This design comes from an exercise in tuning for a short achievable clock period and few clock cycles on the open sky130 flow, not from production work.
Only simulation tests tie the RTL to the original design; equivalence was not proved.
No activity file was given, so power comes from the tool's default toggle rates.

Setup of main:
## nr_mcu
module nr_mcu(clk, enable, code_addr, code_din, emif_addr, emif_wr_n, emif_rd_n, emif_din, emif_dout);
   input            clk;
   input            enable;
   output [15:0]    code_addr;
   input [39:0]     code_din;
   output [31:0]    emif_addr;
   reg [31:0]       emif_addr;
   output           emif_wr_n;
   reg              emif_wr_n;
   output           emif_rd_n;
   reg              emif_rd_n;
   output [31:0]    emif_din;
   reg [31:0]       emif_din;
   input [31:0]     emif_dout;
   localparam K_READ = 0, K_WRITE = 1, K_IREAD = 2, K_IWRITE = 3, K_SET = 4,
              K_ADD = 5, K_AND = 6, K_OR = 7, K_XOR = 8, K_SHL = 9, K_SHR = 10,
              K_SHL4 = 11, K_SHR4 = 12, K_DELAY = 13;
   localparam NK = 14;
   integer i;
   reg [15:0]       pc_f;
   reg              d_v;
   reg [15:0]       d_pc1;
   reg              sk_v;
   reg [39:0]       sk_w;
   reg [15:0]       sk_pc1;
   reg              halted;
   reg [15:0]       bk1, bk2, bk3, bk4;
   reg              push_p, pop_p;
   reg [15:0]       push_v;
   reg              r_v;
   reg [NK-1:0]     r_k;
   reg [31:0]       r_dat;
   reg              r_datz;
   reg [31:0]       r_sel;           
   reg              r_started;       
   reg              e_v;
   reg [NK-1:0]     e_k;
   reg              e_alu;           
   reg              e_nr0;           
   reg              e_simp;          
   reg              e_acw;           
   reg              e_rds;           
   reg [31:0]       e_dat;
   reg              e_datz;
   reg [31:0]       e_sel;
   reg [31:0]       e_opnd;
   reg [31:0]       R0;
   reg              r0p;              
   reg [31:0]       regs [0:31];
   reg              b_rd, b_wr;
   reg [3:0]        bc;
   reg              f_idle;           
   reg              f_free;           
   reg              f_rdd;            
   reg [31:0]       dly;
   reg              dly0, dly1;       
   assign code_addr = pc_f;
   wire        dv   = d_v | sk_v;
   wire [39:0] dw   = sk_v ? sk_w : code_din;
   wire [15:0] dpc1 = sk_v ? sk_pc1 : d_pc1;
   wire [7:0]  op_d = dw[39:32];
   wire d_jmp  = (op_d == 8'h11);
   wire d_jeq  = (op_d == 8'h12);
  ...
export LEC_CHECK = 0
export ABC_CLOCK_PERIOD_IN_PS = 1500
export CAP_MARGIN = 20
export CORE_MARGIN = 2
export CORE_UTILIZATION = 35
export SETUP_SLACK_MARGIN = 4.4
export SLEW_MARGIN = 20
create_clock -name core_clock -period 7.0 [get_ports {clk}]
run.sh (not shown) runs the stock make flow with config.mk's settings and CLKGATE_MAP_FILE= SYNTH_SCRIPT=/design/flow/synth_recipe.tcl, a recipe that flattens the netlist after the stock synthesis.
Testbench counts of main, summed over its fixed seeds: cycles 59,949.
### main -> the feature branch
--- a/flow/design.v
+++ b/flow/design.v
@@ -271,24 +271,27 @@
    end
    wire b_start = e_start | r_start | d_start;
    always @(posedge clk) begin
       if (~enable) begin
          b_rd <= 1'b0;
          b_wr <= 1'b0;
          emif_rd_n <= 1'b1;
          emif_wr_n <= 1'b1;
          f_idle <= 1'b1;
          f_free <= 1'b1;
          f_rdd <= 1'b0;
       end else if (b_start) begin
+         emif_addr <= e_start ? e_dat : r_start ? r_dat : dw[31:0];
+         if (e_start & e_k[K_WRITE])
+            emif_din <= R0;
          b_rd <= ~(e_start & e_k[K_WRITE]);
          b_wr <= e_start & e_k[K_WRITE];
          bc <= 4'd0;
          emif_rd_n <= 1'b1;
          emif_wr_n <= 1'b1;
          f_idle <= 1'b0;
          f_free <= 1'b0;
          f_rdd <= 1'b0;
       end else if (b_rd) begin
          bc <= bc + 4'd1;
          emif_rd_n <= ~(bc <= 4'd7);
          if (bc == 4'd9)
@@ -301,28 +304,13 @@
          emif_wr_n <= ~(bc == 4'd3);
          if (bc == 4'd5)
             b_wr <= 1'b0;
          f_idle <= (bc == 4'd5);
          f_free <= (bc >= 4'd4);
          f_rdd <= 1'b0;
       end else begin
          f_idle <= 1'b1;
          f_free <= 1'b1;
          f_rdd <= 1'b0;
       end
    end
-   reg [31:0]  w_h;
-   wire        w_start = e_start & e_k[K_WRITE];
-   wire [31:0] w_n = w_start ? R0 : w_h;
-   wire        wwin_n = enable & (w_start | (b_wr & (bc != 4'd5) & ~b_start));
-   always @(posedge clk) begin
-      w_h <= w_n;
-      emif_din <= wwin_n ? w_n : 32'd0;
-   end
-   reg [31:0]  a_h;
-   wire [31:0] a_n = ~b_start ? a_h : e_start ? e_dat : r_start ? r_dat : dw[31:0];
-   wire        awin_n = enable & (b_start | (b_rd & (bc != 4'd9)) | (b_wr & (bc != 4'd5)));
-   always @(posedge clk) begin
-      a_h <= a_n;
-      emif_addr <= awin_n ? a_n : 32'd0;
-   end
 endmodule
## What came out
- Status | the feature branch and main | clean
- Diff the feature branch and main: leakage power total lower in the feature branch
- Power: the feature branch and main compared, higher one is main
- Max number of signal-net inverters in the final layout across the feature branch and main: main
- Summary of the feature branch over main: number of filler instances in the final layout down 309; core box area down about 2.6%; final period demand of the worst path down 0.096 ns; post-route cell area down 3.9%; detailed router's first-iteration violation count down about 4.3%.
- Die area of the feature branch falls short of that of main by a few percent.
Testbench counts of the feature branch, summed over its fixed seeds: cycles 59,949.

== the reference run ==
The RTL this note starts from:
==> flow/design.v <==
module nr_mcu(clk, enable, code_addr, code_din, emif_addr, emif_wr_n, emif_rd_n, emif_din, emif_dout);
   input            clk;
   input            enable;
   output [15:0]    code_addr;
   input [39:0]     code_din;
   output [31:0]    emif_addr;
   reg [31:0]       emif_addr;
   output           emif_wr_n;
   reg              emif_wr_n;
   output           emif_rd_n;
   reg              emif_rd_n;
   output [31:0]    emif_din;
   reg [31:0]       emif_din;
   input [31:0]     emif_dout;
   localparam K_READ = 0, K_WRITE = 1, K_IREAD = 2, K_IWRITE = 3, K_SET = 4,
              K_ADD = 5, K_AND = 6, K_OR = 7, K_XOR = 8, K_SHL = 9, K_SHR = 10,
              K_SHL4 = 11, K_SHR4 = 12, K_DELAY = 13;
   localparam NK = 14;
   integer i;
   reg [15:0]       pc_f;
   reg              d_v;
   reg [15:0]       d_pc1;
   reg              sk_v;
   reg [39:0]       sk_w;
   reg [15:0]       sk_pc1;
   reg              halted;
   reg [15:0]       bk1, bk2, bk3, bk4;
   reg              push_p, pop_p;
   reg [15:0]       push_v;
   reg              r_v;
   reg [NK-1:0]     r_k;
   reg [31:0]       r_dat;
   reg              r_datz;
   reg [31:0]       r_sel;           
   reg              r_started;       
   reg              e_v;
   reg [NK-1:0]     e_k;
   reg              e_alu;           
   reg              e_nr0;           
   reg              e_simp;          
   reg              e_acw;           
   reg              e_rds;           
   reg [31:0]       e_dat;
   reg              e_datz;
   reg [31:0]       e_sel;
   reg [31:0]       e_opnd;
   reg [31:0]       R0;
   reg              r0p;              
   reg [31:0]       regs [0:31];
   reg              b_rd, b_wr;
   reg [3:0]        bc;
   reg              f_idle;           
   reg              f_free;           
   reg              f_rdd;            
   reg [31:0]       dly;
   reg              dly0, dly1;       
   assign code_addr = pc_f;
   wire        dv   = d_v | sk_v;
   wire [39:0] dw   = sk_v ? sk_w : code_din;
   wire [15:0] dpc1 = sk_v ? sk_pc1 : d_pc1;
   wire [7:0]  op_d = dw[39:32];
   wire d_jmp  = (op_d == 8'h11);
   wire d_jeq  = (op_d == 8'h12);
   wire d_jne  = (op_d == 8'h13);
   wire d_call = (op_d == 8'h51);
   wire d_ret  = (op_d == 8'h52);
   wire d_jcc  = d_jeq | d_jne;
   wire [NK-1:0] d_k;
   assign d_k[K_READ]   = (op_d == 8'h01);
   assign d_k[K_WRITE]  = (op_d == 8'h02);
   assign d_k[K_IREAD]  = (op_d == 8'h21);
   assign d_k[K_IWRITE] = (op_d == 8'h22);
   assign d_k[K_SET]    = (op_d == 8'h23);
   assign d_k[K_ADD]    = (op_d == 8'h31);
   assign d_k[K_AND]    = (op_d == 8'h32);
   assign d_k[K_OR]     = (op_d == 8'h33);
   assign d_k[K_XOR]    = (op_d == 8'h34);
   assign d_k[K_SHL]    = (op_d == 8'h35);
   assign d_k[K_SHR]    = (op_d == 8'h36);
   assign d_k[K_SHL4]   = (op_d == 8'h37);
   assign d_k[K_SHR4]   = (op_d == 8'h38);
   assign d_k[K_DELAY]  = (op_d == 8'h41);
   wire d_data = |d_k;
   wire d_ctl  = d_jmp | d_jcc | d_call | d_ret;
   wire r_alu   = r_k[K_ADD] | r_k[K_AND] | r_k[K_OR] | r_k[K_XOR] |
                  r_k[K_SHL] | r_k[K_SHR] | r_k[K_SHL4] | r_k[K_SHR4];
   wire r_acc   = r_k[K_READ] | r_k[K_WRITE];
   wire r_wr0   = r_k[K_READ] | r_k[K_IREAD] | r_k[K_SET] | r_alu;
   wire e_start = e_acw & f_free & dly1 & ~(e_k[K_WRITE] & r0p);
   wire e_dlygo = e_k[K_DELAY] & f_idle & dly0;
   wire e_go    = e_start | e_rds | e_dlygo | (e_simp & ~(e_nr0 & r0p));
   wire e_free  = ~e_v | e_go;
   wire r_free  = ~r_v | e_free;
   wire e_kill  = e_k[K_SET] | e_k[K_IREAD];
   wire e_rdfin = e_rds | (e_start & e_k[K_READ]);
   wire e_wait  = e_acw | e_k[K_DELAY];
   wire r_start = r_k[K_READ] & ~r_started & f_free & dly1 & ~e_wait;
   wire r_wait  = (r_acc & ~r_started) | r_k[K_DELAY];
   wire d_start_ok = f_free & dly1 & ~r_wait & ~e_wait & ~halted;
   wire [31:0] a_x = R0 ^ e_opnd;
   wire [31:0] a_o = R0 | e_opnd;
   wire addz    = ~a_x[0] & (a_x[31:1] == a_o[30:0]);    
   wire opz     = (e_opnd == 32'd0);
   wire R0z     = (R0 == 32'd0);
   wire e_any0  = e_k[K_SET] | e_k[K_IREAD] | e_alu | e_k[K_READ];
   wire zres    = r_wr0 ? r_k[K_SET] :
                  e_any0 ? (e_k[K_SET] | e_k[K_IREAD] | (e_k[K_ADD] & ~r0p)) :
                  ~r0p;
   wire use_add = ~r_wr0 & e_k[K_ADD];
   wire z_fast  = r_wr0 ? r_datz :
                  e_k[K_SET] ? e_datz :
                  e_k[K_IREAD] ? opz : R0z;
   wire zval    = use_add ? addz : z_fast;
   wire d_halt  = dv & ~d_data & ~d_ctl;
   wire halt_c  = halted | d_halt;
   wire d_stall = dv & ((d_data & ~r_free) | (d_jcc & ~zres));
   wire d_tor   = dv & d_data & r_free;       
   wire d_start = d_tor & d_k[K_READ] & d_start_ok;
   wire t_unc   = dv & (d_jmp | d_call | d_ret);
   wire t_ok    = dv & zres;
   wire take1   = ~halt_c & (t_unc | (t_ok & d_jeq));   
   wire take0   = ~halt_c & (t_unc | (t_ok & d_jne));   
   wire [15:0] pc_f1  = pc_f + 16'd1;
   wire [15:0] tgt    = d_ret ? bk1 : dw[15:0];
   wire [15:0] pc_o   = (halt_c | d_stall) ? pc_f : pc_f1;
   wire [15:0] pc_n1  = take1 ? tgt : pc_o;
   wire [15:0] pc_n0  = take0 ? tgt : pc_o;
   wire        dv_o   = ~halt_c & ~d_stall;
   wire        dv_n1  = dv_o & ~take1;
   wire        dv_n0  = dv_o & ~take0;
   always @(posedge clk) begin
      d_pc1 <= pc_f1;
      if (~enable) begin
         pc_f <= 16'd0;
         d_v <= 1'b0;
         sk_v <= 1'b0;
         halted <= 1'b0;
      end else begin
         pc_f <= zval ? pc_n1 : pc_n0;
         d_v <= zval ? dv_n1 : dv_n0;
         sk_v <= ~halt_c & d_stall;
         halted <= halt_c;
      end
      if (~sk_v) begin
         sk_w <= code_din;
         sk_pc1 <= d_pc1;
      end
   end
   always @(posedge clk) begin
      push_p <= enable & ~halted & dv & d_call;
      pop_p  <= enable & ~halted & dv & d_ret;
      push_v <= dpc1;
      if (push_p) begin
         bk1 <= push_v;
         bk2 <= bk1;
         bk3 <= bk2;
         bk4 <= bk3;
      end else if (pop_p) begin
         bk1 <= bk2;
         bk2 <= bk3;
         bk3 <= bk4;
      end
   end
   wire d_go_r = d_tor & ~halted;
   always @(posedge clk) begin
      if (~enable) begin
         r_v <= 1'b0;
         r_k <= {NK{1'b0}};
         r_started <= 1'b0;
      end else if (r_free) begin
         r_v <= d_go_r;
         r_k <= d_go_r ? d_k : {NK{1'b0}};
         r_started <= d_start;
      end else if (r_start)
         r_started <= 1'b1;
      if (r_free) begin
         r_dat <= dw[31:0];
         r_datz <= (dw[31:0] == 32'd0);
         for (i = 0; i < 32; i = i + 1)
            r_sel[i] <= (dw[4:0] == i);
      end
   end
   reg [31:0] r_rd;
   always @(*) begin
      r_rd = 32'd0;
      for (i = 0; i < 32; i = i + 1)
         r_rd = r_rd | ({32{r_sel[i]}} & regs[i]);
   end
   wire r_fwd = e_k[K_IWRITE] & (e_dat[4:0] == r_dat[4:0]);
   wire [31:0] r_opnd = r_fwd ? R0 : r_rd;
   wire r_st = r_started | r_start;
   always @(posedge clk) begin
      if (~enable) begin
         e_v <= 1'b0;
         e_k <= {NK{1'b0}};
         e_alu <= 1'b0;
         e_nr0 <= 1'b0;
         e_simp <= 1'b0;
         e_acw <= 1'b0;
         e_rds <= 1'b0;
      end else if (e_free) begin
         e_v <= r_v;
         e_k <= r_k;
         e_alu <= r_alu;
         e_nr0 <= r_alu | r_k[K_WRITE] | r_k[K_IWRITE];
         e_simp <= r_v & ~r_acc & ~r_k[K_DELAY];
         e_acw <= r_acc & ~(r_k[K_READ] & r_st);
         e_rds <= r_k[K_READ] & r_st;
      end
      if (e_free) begin
         e_dat <= r_dat;
         e_datz <= r_datz;
         e_sel <= r_sel;
         e_opnd <= r_opnd;
      end
   end
   wire e_w = e_kill | (e_alu & ~r0p);
   reg [31:0] e_res;
   always @(*) begin
      e_res = ({32{e_k[K_SET]}}   & e_dat) |
              ({32{e_k[K_IREAD]}} & e_opnd) |
              ({32{e_k[K_ADD]}}   & (R0 + e_opnd)) |
              ({32{e_k[K_AND]}}   & (R0 & e_opnd)) |
              ({32{e_k[K_OR]}}    & (R0 | e_opnd)) |
              ({32{e_k[K_XOR]}}   & (R0 ^ e_opnd)) |
              ({32{e_k[K_SHL]}}   & {R0[30:0], 1'b0}) |
              ({32{e_k[K_SHR]}}   & {1'b0, R0[31:1]}) |
              ({32{e_k[K_SHL4]}}  & {R0[27:0], 4'b0000}) |
              ({32{e_k[K_SHR4]}}  & {4'b0000, R0[31:4]});
   end
   always @(posedge clk) begin
      if (~enable)
         r0p <= 1'b0;
      else if (e_rdfin)
         r0p <= 1'b1;
      else if (f_rdd | e_kill)
         r0p <= 1'b0;
      if (e_w)
         R0 <= e_res;
      else if (r0p & f_rdd)
         R0 <= emif_dout;
   end
   always @(posedge clk) begin
      for (i = 0; i < 32; i = i + 1)
         if (e_k[K_IWRITE] & ~r0p & e_sel[i])
            regs[i] <= R0;
   end
   always @(posedge clk) begin
      if (~enable) begin
         dly <= 32'd0;
         dly0 <= 1'b1;
         dly1 <= 1'b1;
      end else if (e_dlygo) begin
         dly <= e_dat;
         dly0 <= e_datz;
         dly1 <= (e_dat[31:1] == 31'd0);
      end else if (~dly0) begin
         dly <= dly - 32'd1;
         dly0 <= dly1;
         dly1 <= (dly[31:2] == 30'd0) & ~(dly[1] & dly[0]);    
      end
   end
   wire b_start = e_start | r_start | d_start;
   always @(posedge clk) begin
      if (~enable) begin
         b_rd <= 1'b0;
         b_wr <= 1'b0;
         emif_rd_n <= 1'b1;
         emif_wr_n <= 1'b1;
         f_idle <= 1'b1;
         f_free <= 1'b1;
         f_rdd <= 1'b0;
      end else if (b_start) begin
         emif_addr <= e_start ? e_dat : r_start ? r_dat : dw[31:0];
         if (e_start & e_k[K_WRITE])
            emif_din <= R0;
         b_rd <= ~(e_start & e_k[K_WRITE]);
         b_wr <= e_start & e_k[K_WRITE];
         bc <= 4'd0;
         emif_rd_n <= 1'b1;
         emif_wr_n <= 1'b1;
         f_idle <= 1'b0;
         f_free <= 1'b0;
         f_rdd <= 1'b0;
      end else if (b_rd) begin
         bc <= bc + 4'd1;
         emif_rd_n <= ~(bc <= 4'd7);
         if (bc == 4'd9)
            b_rd <= 1'b0;
         f_idle <= (bc == 4'd9);
         f_free <= (bc >= 4'd8);
         f_rdd <= (bc == 4'd7);
      end else if (b_wr) begin
         bc <= bc + 4'd1;
         emif_wr_n <= ~(bc == 4'd3);
         if (bc == 4'd5)
            b_wr <= 1'b0;
         f_idle <= (bc == 4'd5);
         f_free <= (bc >= 4'd4);
         f_rdd <= 1'b0;
      end else begin
         f_idle <= 1'b1;
         f_free <= 1'b1;
         f_rdd <= 1'b0;
      end
   end
endmodule
make LEC_CHECK=0 ABC_CLOCK_PERIOD_IN_PS=1500 CAP_MARGIN=20 CORE_MARGIN=2 CORE_UTILIZATION=35 SETUP_SLACK_MARGIN=4.4 SLEW_MARGIN=20 finish   # period 7.0 ns
Testbench counts of the reference run, summed over its fixed seeds: cycles 59,949.
Input-level comparison between the trial run and the reference run:
diff --git a/flow/design.v b/flow/design.v
--- a/flow/design.v
+++ b/flow/design.v
@@ -187,6 +187,11 @@
          r_rd = r_rd | ({32{r_sel[i]}} & regs[i]);
    end
-   wire r_fwd = e_k[K_IWRITE] & (e_dat[4:0] == r_dat[4:0]);
-   wire [31:0] r_opnd = r_fwd ? R0 : r_rd;
+   reg         wb_v;
+   reg [4:0]   wb_idx;
+   reg [31:0]  wb_sel;
+   reg [31:0]  wb_dat;
+   wire r_fwd  = e_k[K_IWRITE] & (e_dat[4:0] == r_dat[4:0]);
+   wire r_fwdw = wb_v & (wb_idx == r_dat[4:0]);
+   wire [31:0] r_opnd = r_fwd ? R0 : r_fwdw ? wb_dat : r_rd;
    wire r_st = r_started | r_start;
    always @(posedge clk) begin
@@ -216,9 +221,8 @@
    end
    wire e_w = e_kill | (e_alu & ~r0p);
-   reg [31:0] e_res;
+   reg [31:0] e_res, e_oth;
    always @(*) begin
-      e_res = ({32{e_k[K_SET]}}   & e_dat) |
+      e_oth = ({32{e_k[K_SET]}}   & e_dat) |
               ({32{e_k[K_IREAD]}} & e_opnd) |
-              ({32{e_k[K_ADD]}}   & (R0 + e_opnd)) |
               ({32{e_k[K_AND]}}   & (R0 & e_opnd)) |
               ({32{e_k[K_OR]}}    & (R0 | e_opnd)) |
@@ -228,4 +232,5 @@
               ({32{e_k[K_SHL4]}}  & {R0[27:0], 4'b0000}) |
               ({32{e_k[K_SHR4]}}  & {4'b0000, R0[31:4]});
+      e_res = e_k[K_ADD] ? (R0 + e_opnd) : e_oth;
    end
    always @(posedge clk) begin
@@ -242,7 +247,11 @@
    end
    always @(posedge clk) begin
+      wb_v <= e_k[K_IWRITE] & ~r0p;
+      wb_idx <= e_dat[4:0];
+      wb_sel <= e_sel;
+      wb_dat <= R0;
       for (i = 0; i < 32; i = i + 1)
-         if (e_k[K_IWRITE] & ~r0p & e_sel[i])
-            regs[i] <= R0;
+         if (wb_v & wb_sel[i])
+            regs[i] <= wb_dat;
    end
    always @(posedge clk) begin
@@ -272,7 +281,4 @@
          f_rdd <= 1'b0;
       end else if (b_start) begin
-         emif_addr <= e_start ? e_dat : r_start ? r_dat : dw[31:0];
-         if (e_start & e_k[K_WRITE])
-            emif_din <= R0;
          b_rd <= ~(e_start & e_k[K_WRITE]);
          b_wr <= e_start & e_k[K_WRITE];
@@ -286,4 +292,5 @@
          bc <= bc + 4'd1;
          emif_rd_n <= ~(bc <= 4'd7);
+         emif_wr_n <= 1'b1;
          if (bc == 4'd9)
             b_rd <= 1'b0;
@@ -294,4 +301,5 @@
          bc <= bc + 4'd1;
          emif_wr_n <= ~(bc == 4'd3);
+         emif_rd_n <= 1'b1;
          if (bc == 4'd5)
             b_wr <= 1'b0;
@@ -300,4 +308,6 @@
          f_rdd <= 1'b0;
       end else begin
+         emif_rd_n <= 1'b1;
+         emif_wr_n <= 1'b1;
          f_idle <= 1'b1;
          f_free <= 1'b1;
@@ -305,3 +315,13 @@
       end
    end
+   reg [31:0]  a_h, w_h;
+   wire        w_start = e_start & e_k[K_WRITE];
+   wire [31:0] a_n = b_start ? (e_start ? e_dat : r_start ? r_dat : dw[31:0]) : a_h;
+   wire [31:0] w_n = w_start ? R0 : w_h;
+   always @(posedge clk) begin
+      a_h <= a_n;
+      w_h <= w_n;
+      emif_addr <= enable ? a_n : 32'd0;
+      emif_din <= enable ? w_n : 32'd0;
+   end
 endmodule
Notes after the runs:
NOTE synthesized netlist cell count the reference run->the trial run increased by more than 10%. Changes observed in the trial run relative to the reference run: fraction of power spent switching nets moved down; total of fill cells in the finished design moved up; final-layout worst hold slack moved down; simple-gate share of the synthesized area moved up; portion of total power attributed to combinational logic moved up. Going from the reference run to the trial run, design area grew by a few percent. | via count | the trial run vs the reference run | 6.7% higher |. Setup slack: the trial run less than the reference run. Of the trial run and the reference run, the reference run shows the higher part of the total power dissipated in the clock network, with the trial run below it. Diff the reference run -> the trial run: power density over the cells climbed 1.4%, non-clock buffer count dropped 0.42%.
Testbench counts of the trial run, summed over its fixed seeds: cycles 59,949.

-- static timing again, ports no longer ideal --
The flow's constraints put no driver on any port. The routed layouts listed below were extracted and timed again, unchanged, in two steps.
Step 1 (the two cells are an assumption about what drives the block):
set clk [get_ports {clk}]
set_driving_cell -lib_cell sky130_fd_sc_hd__clkbuf_16 $clk
set_driving_cell -lib_cell sky130_fd_sc_hd__buf_2 [delete_from_list [all_inputs] $clk]
Step 2 adds t to the input delays and takes it off the output delays; t is the mean of the earliest and latest rising clock arrival at the registers after step 1. Input paths then give back, and output paths get back, about the clock's delay inside the block.
Slacks: ideal / step 1 / step 2; pairs: ideal / step 1.
run	t, ns	slack for setup (ns)	hold slack, ns	worst setup path after step 2	worst slew at a driven data input, ns
main	0.877	3.917 / 3.964 / 3.087	0.305 / 0.305 / 0.305	input to register	0.07
the feature branch	0.869	4.013 / 3.930 / 3.346	0.296 / 0.296 / 0.296	input to register	0.12
the reference run	0.866	3.797 / 3.797 / 3.156	0.392 / 0.392 / 0.392	input to register	0.11
the trial run	0.871	3.686 / 3.686 / 3.100	0.308 / 0.308 / 0.308	input to register	0.17
After both steps every run listed still meets setup and hold. The setup slack of main, which loses most, moves by +0.047 ns with the drivers and by -0.830 ns with both steps.
